This is an optimization exercise on Yosys and OpenROAD, whose aim is small area and a short achievable clock period, not a production implementation.
At most, simulation tests tie the RTL to the original design; equivalence was not proved.
No activity file was given, so power comes from the tool's default toggle rates.

the baseline:
==> flow/design.v <==
`timescale 1ns / 1ps
module fp_logarithm(in_val, clk, ln_output, rst);
input  [31:0] in_val;
input         clk, rst;
output [31:0] ln_output;
localparam [20:0] K8 = 21'h162E43;    
reg [28:0] cX;     
reg [1:0]  m10;    
wire [22:0] cM = {~cX[27:7], m10};
reg [7:0]  cE;
reg [3:0]  st;
reg [33:0] accr;    
reg [31:0] outr;
reg        a2d;
reg [2:0]  h;
reg        sel4, sel1, sel0, sel4n, sel1n, sel0n, xsub, lowf;
reg        one1, two1, neg1, one2, two2, neg2, holdr;
reg        one1n, two1n, neg1n, one2n, two2n, neg2n;
assign ln_output = outr;
always @(posedge clk) begin
  m10 <= in_val[1:0];
  cE <= in_val[30:23];
  st <= st + 4'd1;
end
wire e127c = (cE == 8'd127);
wire subc  = ~cE[7] & ~(&cE[6:0]);           
wire [6:0] ev = subc ? ~cE[6:0] : (cE[6:0] + 7'd1);
reg  [2:0] msbev;
always @* begin
  casez (ev)
    7'b1??????: msbev = 3'd6;
    7'b01?????: msbev = 3'd5;
    7'b001????: msbev = 3'd4;
    7'b0001???: msbev = 3'd3;
    7'b00001??: msbev = 3'd2;
    7'b000001?: msbev = 3'd1;
    default:    msbev = 3'd0;
  endcase
end
wire [6:0] evn   = ev << (3'd6 - msbev);
wire       ovfc  = (evn >= 7'd93);
reg e127, e255, sub, ovf;
reg [2:0] delta;
always @(posedge clk) begin
  e127  <= e127c;
  e255  <= (cE == 8'd255);
  sub   <= subc;
  ovf   <= ovfc;
  delta <= msbev + {2'b0, ovfc};
end
wire [3:0]  ns   = st + 4'd1;
wire ldPA = (ns == 4'd11);
wire ldPB = (ns == 4'd12);
always @(posedge clk) begin
  if (ldPA)      cX <= ovf ? {8'b0, K8} : {7'b0, K8, 1'b0};
  else if (ldPB) cX <= ovf ? {4'b0, K8, 4'b0} : {3'b0, K8, 5'b0};
  else           cX <= {1'b1, ~in_val[22:2], 7'b0};
end
wire [24:0] mext = {1'b0, cM, 1'b0};
wire [8:0]  eext = {1'b0, evn, 1'b0};
reg  [4:0]  win;
reg         hnext;
always @* begin
  win = 5'd0;
  hnext = 1'b0;
  case (ns)
    4'd0: win = mext[4:0];
    4'd1: begin win = mext[8:4];   hnext = e127 & (cM[22:3]  == 20'd0); end
    4'd2: begin win = mext[12:8];  hnext = e127 & (cM[22:7]  == 16'd0); end
    4'd3: begin win = mext[16:12]; hnext = e127 & (cM[22:11] == 12'd0); end
    4'd4: begin win = mext[20:16]; hnext = e127 & (cM[22:15] == 8'd0);  end
    4'd5: begin win = mext[24:20]; hnext = e127 & (cM[22:19] == 4'd0);  end
    4'd11: win = e127 ? 5'd0 : eext[4:0];
    4'd12: win = e127 ? 5'd0 : eext[8:4];
    default: win = 5'd0;
  endcase
  if (hnext) win = 5'd0;
end
always @(posedge clk) begin
  one1 <= win[1] ^ win[0];
  two1 <= (win[2] & ~win[1] & ~win[0]) | (~win[2] & win[1] & win[0]);
  neg1 <= win[2] & ~(win[1] & win[0]);
  one2 <= win[3] ^ win[2];
  two2 <= (win[4] & ~win[3] & ~win[2]) | (~win[4] & win[3] & win[2]);
  neg2 <= win[4] & ~(win[3] & win[2]);
  one1n <= ~(win[1] ^ win[0]);
  two1n <= ~((win[2] & ~win[1] & ~win[0]) | (~win[2] & win[1] & win[0]));
  neg1n <= ~(win[2] & ~(win[1] & win[0]));
  one2n <= ~(win[3] ^ win[2]);
  two2n <= ~((win[4] & ~win[3] & ~win[2]) | (~win[4] & win[3] & win[2]));
  neg2n <= ~(win[4] & ~(win[3] & win[2]));
  holdr <= hnext;
end
reg isQ, isPA, isPB, isS0, isOut;
always @(posedge clk) begin
  isQ   <= (ns <= 4'd5);
  isPA  <= (ns == 4'd11);
  isPB  <= (ns == 4'd12);
  isS0  <= (ns == 4'd0);
  isOut <= (ns == 4'd13);
end
wire c1 = isQ & ~m10[1];
wire [28:0] X = cX;
wire [33:0] lowm = isQ ? 34'h7F : (isPB ? 34'hF : 34'h0);
wire [29:0] c1v  = {22'd0, c1, 7'd0};
wire [29:0] one1v = {{15{~one1n}}, {15{one1}}};
wire [29:0] two1v = {{15{~two1n}}, {15{two1}}};
wire [29:0] neg1v = {{15{~neg1n}}, {15{neg1}}};
wire [29:0] one2v = {{15{~one2n}}, {15{one2}}};
wire [29:0] two2v = {{15{~two2n}}, {15{two2}}};
wire [29:0] neg2v = {{15{~neg2n}}, {15{neg2}}};
wire [29:0] base1 = (one1v & {1'b0, X}) | (two1v & ({X, 1'b0} | c1v));
wire [29:0] base2 = (one2v & {1'b0, X}) | (two2v & ({X, 1'b0} | c1v));
wire [33:0] r1 = {{4{~neg1n}}, base1 ^ (neg1v & ~lowm[29:0])};
wire [33:0] r2 = {{4{~neg2n}}, base2 ^ (neg2v & ~lowm[29:0])};
wire a1 = (one1 | two1) & (neg1 ^ c1);
wire a2 = (one2 | two2) & (neg2 ^ c1);
wire [33:0] ex_a1 = isQ ? ({33'd0, a1} << 7) : (isPB ? ({33'd0, a1} << 4) : {33'd0, a1});
wire [33:0] ex_a2 = isPB ? ({33'd0, a2d} << 2) : ({33'd0, a2d} << 5);
wire [33:0] r2s = {r2[31:0], 2'b00} | ex_a1 | ex_a2;
wire mask = isPA & ~e127;
wire [29:0] s4v = {{15{~sel4n}}, {15{sel4}}};
wire [29:0] s1v = {{15{~sel1n}}, {15{sel1}}};
wire [29:0] s0v = {{15{~sel0n}}, {15{sel0}}};
wire [29:0] acc = (s4v & accr[33:4]) | (s1v & accr[30:1]) | (s0v & accr[29:0]);
wire [29:0] acc_in = {acc[29:4] ^ {26{xsub}}, lowf ? {4{sub}} : acc[3:0]};
wire cin = mask & sub;
wire [33:0] opa = {{4{acc_in[29]}}, acc_in};
wire [33:0] csa_s = opa ^ r1 ^ r2s;
wire [33:0] csa_c = {(opa[32:0] & r1[32:0]) | (opa[32:0] & r2s[32:0]) | (r1[32:0] & r2s[32:0]), cin};
wire [33:0] sum = csa_s + csa_c;
reg [1:0] shn, shr;
reg e127al;
always @* begin
  shn = 2'd0;
  if (ns <= 4'd5) shn = hnext ? 2'd0 : 2'd2;
  else if (~e127) case (ns)
    4'd6:  shn = delta[2] ? 2'd2 : 2'd0;
    4'd7, 4'd8: shn = delta[1] ? 2'd1 : 2'd0;
    4'd9:  shn = delta[0] ? 2'd1 : 2'd0;
    4'd12: shn = 2'd2;
    default: shn = 2'd0;
  endcase
end
always @(posedge clk) begin
  shr    <= shn;
  e127al <= e127 & (ns >= 4'd7) & (ns <= 4'd10);
end
wire ge24 = |acc[29:24];
wire [1:0] shs = e127al ? {1'b0, ge24} : shr;
always @(posedge clk) begin
  accr <= sum;
  sel4 <= (shs == 2'd2) & (ns != 4'd0);
  sel1 <= (shs == 2'd1) & (ns != 4'd0);
  sel0 <= (shs == 2'd0) & (ns != 4'd0);
  sel4n <= ~((shs == 2'd2) & (ns != 4'd0));
  sel1n <= ~((shs == 2'd1) & (ns != 4'd0));
  sel0n <= ~((shs == 2'd0) & (ns != 4'd0));
  xsub <= (ns == 4'd11) & ~e127 & sub;
  lowf <= (ns == 4'd11) & ~e127;
  a2d <= ((isQ & ~holdr) | isPA) ? a2 : 1'b0;
  if (isS0) h <= 3'd0;
  else if (e127al & ge24) h <= h + 3'd1;
end
wire [24:0] xv = acc[24:0];
reg  [22:0] field;
reg  [1:0]  pofs;  
always @* begin
  if (xv[24])      begin field = xv[23:1];                  pofs = 2'd3; end
  else if (xv[23]) begin field = {xv[22:1], 1'b0};          pofs = 2'd2; end
  else if (xv[22]) begin field = {xv[21:1], 2'b00};         pofs = 2'd1; end
  else             begin field = {xv[20:1], 3'b000};        pofs = 2'd0; end
end
wire [2:0] z = {2'b0, cM[22:3] == 20'd0} + {2'b0, cM[22:7] == 16'd0} + {2'b0, cM[22:11] == 12'd0}
             + {2'b0, cM[22:15] == 8'd0} + {2'b0, cM[22:19] == 4'd0};
wire [7:0] expo = e127 ? (8'd120 - {3'b0, z, 2'b00} + {5'b0, h} + {6'b0, pofs})
                       : (8'd124 + {5'b0, delta} + {6'b0, pofs});
always @(posedge clk) begin
  if (isOut) begin
    if (e255)                    outr <= 32'hcf317216;
    else if (e127 && cM == 23'd0) outr <= 32'h00800000;
    else                         outr <= {sub, expo, field};
  end
end
endmodule
==> flow/config.mk <==
export PLATFORM = sky130hd
export DESIGN_NAME = fp_logarithm
export DESIGN_NICKNAME = fp_logarithm
export VERILOG_FILES = /design/flow/design.v
export SDC_FILE = /design/flow/constraint.sdc
export NUM_CORES = 4
export LEC_CHECK = 0
export ABC_AREA = 1
export CAP_MARGIN = 20
export CORE_MARGIN = 2
export CORE_UTILIZATION = 65
export SLEW_MARGIN = 20
==> flow/constraint.sdc <==
create_clock -name core_clock -period 16.0 [get_ports {clk}]
set_input_delay 3.2000 -clock core_clock [delete_from_list [all_inputs] [get_ports {clk}]]
set_output_delay 3.2000 -clock core_clock [all_outputs]
set_load 0.01 [all_outputs]
standard.sh (not shown) runs the stock make flow with config.mk's settings and CLKGATE_MAP_FILE= SYNTH_SCRIPT=/design/flow/synth_recipe.tcl, a recipe that flattens the netlist after the stock synthesis.
==> flow/flow/run.sh <==
#!/bin/bash
set -e
export BUFFER_PORTS_ARGS="-buffer_cell sky130_fd_sc_hd__buf_2"
export CTS_ARGS="-sink_clustering_enable -repair_clock_nets -buf_list sky130_fd_sc_hd__clkbuf_8 -dont_use_dummy_load"
bash standard.sh > standard.log 2>&1
The baseline completed every stage of the flow, and the final layout passed the timing, DRC and antenna checks.
diff inputs: the baseline => the candidate
--- a/flow/design.v
+++ b/flow/design.v
@@ -10,9 +10,9 @@
 reg [7:0]  cE;
 reg [3:0]  st;
-reg [33:0] accr;    
+reg [32:0] accr;    
 reg [31:0] outr;
 reg        a2d;
 reg [2:0]  h;
-reg        sel4, sel1, sel0, sel4n, sel1n, sel0n, xsub, lowf;
+reg        sel4, sel1, s0p, s0x, sel4n, sel1n, s0pn, s0xn, s0q, fsub;
 reg        one1, two1, neg1, one2, two2, neg2, holdr;
 reg        one1n, two1n, neg1n, one2n, two2n, neg2n;
@@ -102,5 +102,5 @@
 wire c1 = isQ & ~m10[1];
 wire [28:0] X = cX;
-wire [33:0] lowm = isQ ? 34'h7F : (isPB ? 34'hF : 34'h0);
+wire [32:0] lowm = isQ ? 33'h7F : (isPB ? 33'hF : 33'h0);
 wire [29:0] c1v  = {22'd0, c1, 7'd0};
 wire [29:0] one1v = {{15{~one1n}}, {15{one1}}};
@@ -112,22 +112,24 @@
 wire [29:0] base1 = (one1v & {1'b0, X}) | (two1v & ({X, 1'b0} | c1v));
 wire [29:0] base2 = (one2v & {1'b0, X}) | (two2v & ({X, 1'b0} | c1v));
-wire [33:0] r1 = {{4{~neg1n}}, base1 ^ (neg1v & ~lowm[29:0])};
-wire [33:0] r2 = {{4{~neg2n}}, base2 ^ (neg2v & ~lowm[29:0])};
+wire [32:0] r1 = {{3{~neg1n}}, base1 ^ (neg1v & ~lowm[29:0])};
+wire [32:0] r2 = {{3{~neg2n}}, base2 ^ (neg2v & ~lowm[29:0])};
 wire a1 = (one1 | two1) & (neg1 ^ c1);
 wire a2 = (one2 | two2) & (neg2 ^ c1);
-wire [33:0] ex_a1 = isQ ? ({33'd0, a1} << 7) : (isPB ? ({33'd0, a1} << 4) : {33'd0, a1});
-wire [33:0] ex_a2 = isPB ? ({33'd0, a2d} << 2) : ({33'd0, a2d} << 5);
-wire [33:0] r2s = {r2[31:0], 2'b00} | ex_a1 | ex_a2;
+wire [32:0] ex_a1 = isQ ? ({32'd0, a1} << 7) : (isPB ? ({32'd0, a1} << 4) : {32'd0, a1});
+wire [32:0] ex_a2 = isPB ? ({32'd0, a2d} << 2) : ({32'd0, a2d} << 5);
+wire [32:0] r2s = {r2[30:0], 2'b00} | ex_a1 | ex_a2;
 wire mask = isPA & ~e127;
 wire [29:0] s4v = {{15{~sel4n}}, {15{sel4}}};
 wire [29:0] s1v = {{15{~sel1n}}, {15{sel1}}};
-wire [29:0] s0v = {{15{~sel0n}}, {15{sel0}}};
-wire [29:0] acc = (s4v & accr[33:4]) | (s1v & accr[30:1]) | (s0v & accr[29:0]);
-wire [29:0] acc_in = {acc[29:4] ^ {26{xsub}}, lowf ? {4{sub}} : acc[3:0]};
+wire [25:0] s0pv = {{11{~s0pn}}, {15{s0p}}};
+wire [25:0] s0xv = {{11{~s0xn}}, {15{s0x}}};
+wire [29:0] acc_sh = (s4v & {accr[32], accr[32:4]}) | (s1v & accr[30:1]);
+wire [29:0] acc_in = {acc_sh[29:4] | (s0pv & accr[29:4]) | (s0xv & ~accr[29:4]),
+                      acc_sh[3:0]  | ({4{s0q}} & accr[3:0]) | {4{fsub}}};
 wire cin = mask & sub;
-wire [33:0] opa = {{4{acc_in[29]}}, acc_in};
-wire [33:0] csa_s = opa ^ r1 ^ r2s;
-wire [33:0] csa_c = {(opa[32:0] & r1[32:0]) | (opa[32:0] & r2s[32:0]) | (r1[32:0] & r2s[32:0]), cin};
-wire [33:0] sum = csa_s + csa_c;
+wire [32:0] opa = {{3{acc_in[29]}}, acc_in};
+wire [32:0] csa_s = opa ^ r1 ^ r2s;
+wire [32:0] csa_c = {(opa[31:0] & r1[31:0]) | (opa[31:0] & r2s[31:0]) | (r1[31:0] & r2s[31:0]), cin};
+wire [32:0] sum = csa_s + csa_c;
 reg [1:0] shn, shr;
 reg e127al;
@@ -147,5 +149,5 @@
   e127al <= e127 & (ns >= 4'd7) & (ns <= 4'd10);
 end
-wire ge24 = |acc[29:24];
+wire ge24 = sel1 ? |accr[30:25] : |accr[29:24];
 wire [1:0] shs = e127al ? {1'b0, ge24} : shr;
 always @(posedge clk) begin
@@ -153,15 +155,17 @@
   sel4 <= (shs == 2'd2) & (ns != 4'd0);
   sel1 <= (shs == 2'd1) & (ns != 4'd0);
-  sel0 <= (shs == 2'd0) & (ns != 4'd0);
+  s0p  <= (shs == 2'd0) & (ns != 4'd0) & ~((ns == 4'd11) & ~e127 & sub);
+  s0x  <= (ns == 4'd11) & ~e127 & sub;
+  s0q  <= (shs == 2'd0) & (ns != 4'd0) & ~((ns == 4'd11) & ~e127);
+  fsub <= (ns == 4'd11) & ~e127 & sub;
   sel4n <= ~((shs == 2'd2) & (ns != 4'd0));
   sel1n <= ~((shs == 2'd1) & (ns != 4'd0));
-  sel0n <= ~((shs == 2'd0) & (ns != 4'd0));
-  xsub <= (ns == 4'd11) & ~e127 & sub;
-  lowf <= (ns == 4'd11) & ~e127;
+  s0pn <= ~((shs == 2'd0) & (ns != 4'd0) & ~((ns == 4'd11) & ~e127 & sub));
+  s0xn <= ~((ns == 4'd11) & ~e127 & sub);
   a2d <= ((isQ & ~holdr) | isPA) ? a2 : 1'b0;
   if (isS0) h <= 3'd0;
   else if (e127al & ge24) h <= h + 3'd1;
 end
-wire [24:0] xv = acc[24:0];
+wire [24:0] xv = e127 ? accr[24:0] : accr[28:4];
 reg  [22:0] field;
 reg  [1:0]  pofs;  
==> comparison <==
On the candidate: total power of the final layout is 32% lower than what the baseline gave. Diff the baseline -> the candidate | number of non-filler instances in the completed layout | increase of 29. Between the baseline and the candidate, the fraction of area in clock buffers and inverters figures differ only marginally. Row die extent in y: the candidate higher / the baseline lower. Detailed-routing wirelength on met1 grows by a few percent when moving from the baseline to the candidate. Of the candidate and the baseline, the lower floorplan die width belongs to the baseline. Number of tap cells added at floorplan for the candidate: about 1.9% up relative to the baseline. Of the candidate and the baseline, the lower detail-routed net length per standard cell belongs to the baseline. Summary of the candidate over the baseline: internal power summed over all cells now sits lower; layout overhead on the synthesized area now sits lower; final cell area excluding filler cells now sits higher. In the reports for the candidate and the baseline, the larger non-clock buffer count belongs to the baseline. The candidate vs the baseline: die area up in the candidate. Status: clock skew after layout parity (the baseline, the candidate).
No functional check of the RTL was part of the candidate.

==> port drivers added, routing unchanged <==
The results above use ideal ports. As a check the final layouts listed here were re-extracted and re-timed, cells and wires unchanged. Step 1 (the two cells are an assumption about what drives the block):
set clk [get_ports {clk}]
set_driving_cell -lib_cell sky130_fd_sc_hd__clkbuf_16 $clk
set_driving_cell -lib_cell sky130_fd_sc_hd__buf_2 [delete_from_list [all_inputs] $clk]
Step 2 also shifts input and output timing later by t, the mid clock arrival at the registers, as if the neighbouring blocks saw the same clock. Three values: no drivers, after step 1, after step 2; two values: the first two.
run	t, ns	setup slack, ns	hold slack, ns	clock arrival spread, ns	worst register clock-pin slew, ns
the baseline	0.492	11.750 / 11.750 / 11.750	0.478 / 0.478 / 0.478	0.025 / 0.025	0.08 / 0.08
the candidate	0.485	11.600 / 11.600 / 11.600	0.475 / 0.475 / 0.475	0.026 / 0.026	0.09 / 0.09
After both steps every run listed still meets setup and hold.
